Source: an optimization exercise on an open RTL-to-GDS flow (aim: small area, a short achievable clock period and few clock cycles per item). Production flows keep margins and buffers that such runs may drop.

==> flow/design.v (excerpt) <==
module SVD (
    clk,
    rst,
    we,
    oe,
    data_i,
    element_sel,
    ready,
    data_o_UV,
    data_o_S
);
For scale: ~210 flip-flops, roughly 27 I/O pins, ~0.025 mm² of cells after synthesis.
Settings: LEC_CHECK=0, CAP_MARGIN=20, CORE_MARGIN=2, CORE_UTILIZATION=40, SETUP_SLACK_MARGIN=3.3, SLEW_MARGIN=20; clock period 8.0 ns.
run.sh (not shown) runs the stock make flow with config.mk's settings and CLKGATE_MAP_FILE= SYNTH_SCRIPT=/design/flow/synth_recipe.tcl, a recipe that flattens the netlist after the stock synthesis.
Change:
--- a/flow/design.v
+++ b/flow/design.v
@@ -110,28 +110,28 @@
 wire [17:0] s0 = en ? addsub18(R0, y0_s, sa) : R0;
 wire [17:0] s2 = en ? addsub18(R2, y2_s, ~sa) : R2;
 wire [17:0] s1 = en ? addsub18(R1, y1, sa) : R1;
 wire [17:0] s3 = en ? addsub18(x3, y3_s, ~sa) : x3;
 wire [3:0]  shu = ~shn;
 wire [10:0] z0 = shr11(A1, shu);
 wire [10:0] z1 = shr11(A0, shu);
 wire [10:0] z2 = shr11(A3, shu);
 wire [10:0] z3 = shr11(A2, shu);
 wire [1:0] qn = q + 2'd1;
 wire dn = (qn[0] ^ qn[1]) ? (s0[17] ^ s1[17]) : (s2[17] ^ s3[17]);
 always @(posedge clk) sa <= dn ^ qn[1];
-wire [10:0] u0 = en ? addsub11(A0, z0, sa) : A0;
-wire [10:0] u1 = en ? addsub11(A1, z1, ~sa) : A1;
-wire [10:0] u2 = en ? addsub11(A2, z2, sa) : A2;
-wire [10:0] u3 = en ? addsub11(A3, z3, ~sa) : A3;
+wire [10:0] u0 = addsub11(A0, z0 & {11{en}}, sa);
+wire [10:0] u1 = addsub11(A1, z1 & {11{en}}, ~sa);
+wire [10:0] u2 = addsub11(A2, z2 & {11{en}}, sa);
+wire [10:0] u3 = addsub11(A3, z3 & {11{en}}, ~sa);
 function [17:0] gainS;
     input [17:0] x;
     input        neg;
     reg   [26:0] xs;
     reg   [26:0] t;
     begin
         xs = {{9{x[17]}}, x};
         t = (xs << 8) - (xs << 6) - (xs << 2) - {17'd0, neg, 9'd0};
         gainS = t[26:9] ^ {18{neg}};
     end
 endfunction
 function [10:0] gainUV;
@@ -156,25 +156,25 @@
         ready <= 1'b1;
         kodd  <= 1'b0;
     end else begin
         q <= (st == IDLE) ? 2'd1 : q + 2'd1;
         case (st)
             IDLE: begin
                 cnt <= 5'd0;
                 if (we) st <= BUSY;
             end
             BUSY: begin
                 if (cnt != 5'd31) cnt <= cnt + 5'd1;
                 if (cnt == 5'd0) ready <= 1'b0;
-                if (cnt == 5'd28) ready <= 1'b1;
+                if (cnt == 5'd28) ready <= 1'b1;    
                 kodd <= 1'b1;
                 if (oe && cnt >= 5'd30) st <= OUT;
             end
             OUT: begin
                 if (cnt != 5'd31) cnt <= cnt + 5'd1;
                 kodd <= ~kodd;
                 if (!kodd && element_sel == 2'd3) st <= IDLE;
             end
             default: st <= IDLE;
         endcase
     end
 end
Final cell count came out lower by 3.2%.
Synthesized area fell by 2.4%.
First-iteration DRC count went down by 21%.
Critical path depth increases by 11.
Design area came out lower by 1.5%.
Via count increases by 0.57%.
Clock-buffer cell count is unchanged.
Sequential share of layout area is higher by 0.29 points.
Flip-flop and latch count is unchanged.
No functional check of the RTL was part of any run of this note.

* * *

SVD, a different RTL version from the one above (not shown whole).
Size in the first run: roughly 2,900 cells after synthesis, about 190 flip-flops, ~27 I/O pins.
==> flow/config.mk <==
export PLATFORM = sky130hd
export DESIGN_NAME = SVD
export DESIGN_NICKNAME = SVD
export VERILOG_FILES = /design/flow/design.v
export SDC_FILE = /design/flow/constraint.sdc
export NUM_CORES = 4
export LEC_CHECK = 0
export CAP_MARGIN = 20
export CORE_MARGIN = 2
export CORE_UTILIZATION = 40
export SETUP_SLACK_MARGIN = 3.2
export SLEW_MARGIN = 20
export SYNTH_HIERARCHICAL = 1
==> flow/constraint.sdc <==
create_clock -name core_clock -period 8.0 [get_ports {clk}]
set_input_delay 1.6000 -clock core_clock [delete_from_list [all_inputs] [get_ports {clk}]]
set_output_delay 1.6000 -clock core_clock [all_outputs]
set_load 0.01 [all_outputs]
The starting point completed with no timing, DRC or antenna violations.
Change:
--- a/flow/design.v
+++ b/flow/design.v
@@ -44,32 +44,27 @@
         c7  <= (st != OUT) & (cn == 5'd7);
         sh  <= jn[4:1];
         shn <= ~jn[4:1];
         sg  <= (cn >= 5'd27) & (cn <= 5'd30);
         sn1 <= (cn == 5'd29) | (cn == 5'd30);
         uvg <= (cn >= 5'd26) & (cn <= 5'd29);
         u27 <= (cn == 5'd27);
         u29 <= (cn == 5'd29);
     end
 end
-wire zr0, zr1, zr2, zr3;
-SVD_zero18 zd0 (.a(R0), .z(zr0));
-SVD_zero18 zd1 (.a(R1), .z(zr1));
-SVD_zero18 zd2 (.a(R2), .z(zr2));
-SVD_zero18 zd3 (.a(R3), .z(zr3));
 reg  nz;
 always @(*) begin
     case (q)
-        2'd0: nz = ~zr2;
-        2'd1: nz = ~zr3;
-        2'd2: nz = ~zr1;
-        default: nz = ~zr0;
+        2'd0: nz = |R2;
+        2'd1: nz = |R3;
+        2'd2: nz = |R1;
+        default: nz = |R0;
     endcase
 end
 wire en   = rot & nz;
 reg  sa;
 function [17:0] addsub18;
     input [17:0] x;
     input [17:0] y;
     input        sub;
     reg   [18:0] t;
     begin
@@ -105,36 +100,36 @@
         shr11 = n[3] ? {{8{f[10]}}, f[10:8]} : n[2] ? {{4{f[10]}}, f[10:4]} : f;
     end
 endfunction
 wire [17:0] y0_s = shr18(R2, sh);
 wire [17:0] y2_s = shr18(R0, sh);
 wire [17:0] y1_s = shr18(R3, sh);
 wire [17:0] y3_s = shr18(R1, sh);
 wire [17:0] a3v = {{2{data_i[4]}}, data_i[3:0], lo, 7'd0};
 wire [17:0] y1 = c7 ? a3v : y1_s;
 wire [17:0] x3 = c7 ? a3v : R3;
-wire [17:0] s0 = addsub18(R0, y0_s & {18{en}}, sa);
-wire [17:0] s2 = addsub18(R2, y2_s & {18{en}}, ~sa);
-wire [17:0] s1 = addsub18(R1, y1 & {18{en}}, sa);
-wire [17:0] s3 = addsub18(x3, y3_s & {18{en}}, ~sa);
+wire [17:0] s0 = en ? addsub18(R0, y0_s, sa) : R0;
+wire [17:0] s2 = en ? addsub18(R2, y2_s, ~sa) : R2;
+wire [17:0] s1 = en ? addsub18(R1, y1, sa) : R1;
+wire [17:0] s3 = en ? addsub18(x3, y3_s, ~sa) : x3;
 wire [3:0]  shu = ~shn;
 wire [10:0] z0 = shr11(A1, shu);
 wire [10:0] z1 = shr11(A0, shu);
 wire [10:0] z2 = shr11(A3, shu);
 wire [10:0] z3 = shr11(A2, shu);
 wire [1:0] qn = q + 2'd1;
 wire dn = (qn[0] ^ qn[1]) ? (s0[17] ^ s1[17]) : (s2[17] ^ s3[17]);
 always @(posedge clk) sa <= dn ^ qn[1];
-wire [10:0] u0 = addsub11(A0, z0 & {11{en}}, sa);
-wire [10:0] u1 = addsub11(A1, z1 & {11{en}}, ~sa);
-wire [10:0] u2 = addsub11(A2, z2 & {11{en}}, sa);
-wire [10:0] u3 = addsub11(A3, z3 & {11{en}}, ~sa);
+wire [10:0] u0 = en ? addsub11(A0, z0, sa) : A0;
+wire [10:0] u1 = en ? addsub11(A1, z1, ~sa) : A1;
+wire [10:0] u2 = en ? addsub11(A2, z2, sa) : A2;
+wire [10:0] u3 = en ? addsub11(A3, z3, ~sa) : A3;
 function [17:0] gainS;
     input [17:0] x;
     input        neg;
     reg   [24:0] xs, a, b, c, k, s1, c1, s2, c2, t;
     begin
         xs = {{7{x[17]}}, x};
         a  = xs << 6;
         b  = ~(xs << 4);
         c  = ~xs;
         k  = neg ? 25'h1ffff82 : 25'h0000002;
@@ -280,16 +275,10 @@
 );
 always @(*) begin
     case (sel)
         2'd0: begin os = s0; ou = u0; end
         2'd1: begin os = s1; ou = u1; end
         2'd2: begin os = s2; ou = u2; end
         default: begin os = s3; ou = u3; end
     endcase
 end
 endmodule
-module SVD_zero18 (
-    input  [17:0] a,
-    output        z
-);
-assign z = ~|a;
-endmodule
The changed run completed with no timing, DRC or antenna violations. Design area grows slightly. Clock skew stays flat. Register-to-register slack improves by 340 ps. Non-clock buffer count shrinks by 41. Worst setup slack improves by 130 ps. Maximum frequency grows by a few percent. Die area grows by a few percent. Count of clock-buffer cells in the layout grows by 3.
No functional check of the RTL was part of any run of this note.

afterwards: timing with drivers on the ports:
How much do the figures lean on ideal ports? The routed layouts below were timed once more, with nothing changed but the port constraints.
Step 1 assumes that a clkbuf_16 drives the clock port and a buf_2 every other input.
Step 2 moves the port delays by t, midway between the first and last clock arrival at a register: inputs arrive t later, outputs are due t later. That takes back most of the time a late clock gives input paths.
Three values: ideal, step 1, step 2; two values: the first two.
run	t (ns)	setup slack, ns	hold WS [ns]
the first run of note 1	0.619	3.259 / 3.159 / 3.159	0.423 / 0.423 / 0.423
the second run of note 1	0.630	3.297 / 3.295 / 2.923	0.428 / 0.428 / 0.428
the first run of note 2	0.560	3.029 / 3.029 / 3.029	0.431 / 0.431 / 0.431
the second run of note 2	0.566	3.158 / 3.100 / 3.262	0.429 / 0.429 / 0.429
After both steps every run listed still meets setup and hold. The setup slack of the second run of note 1, which loses most, moves by -0.002 ns with the drivers and by -0.374 ns with both steps.
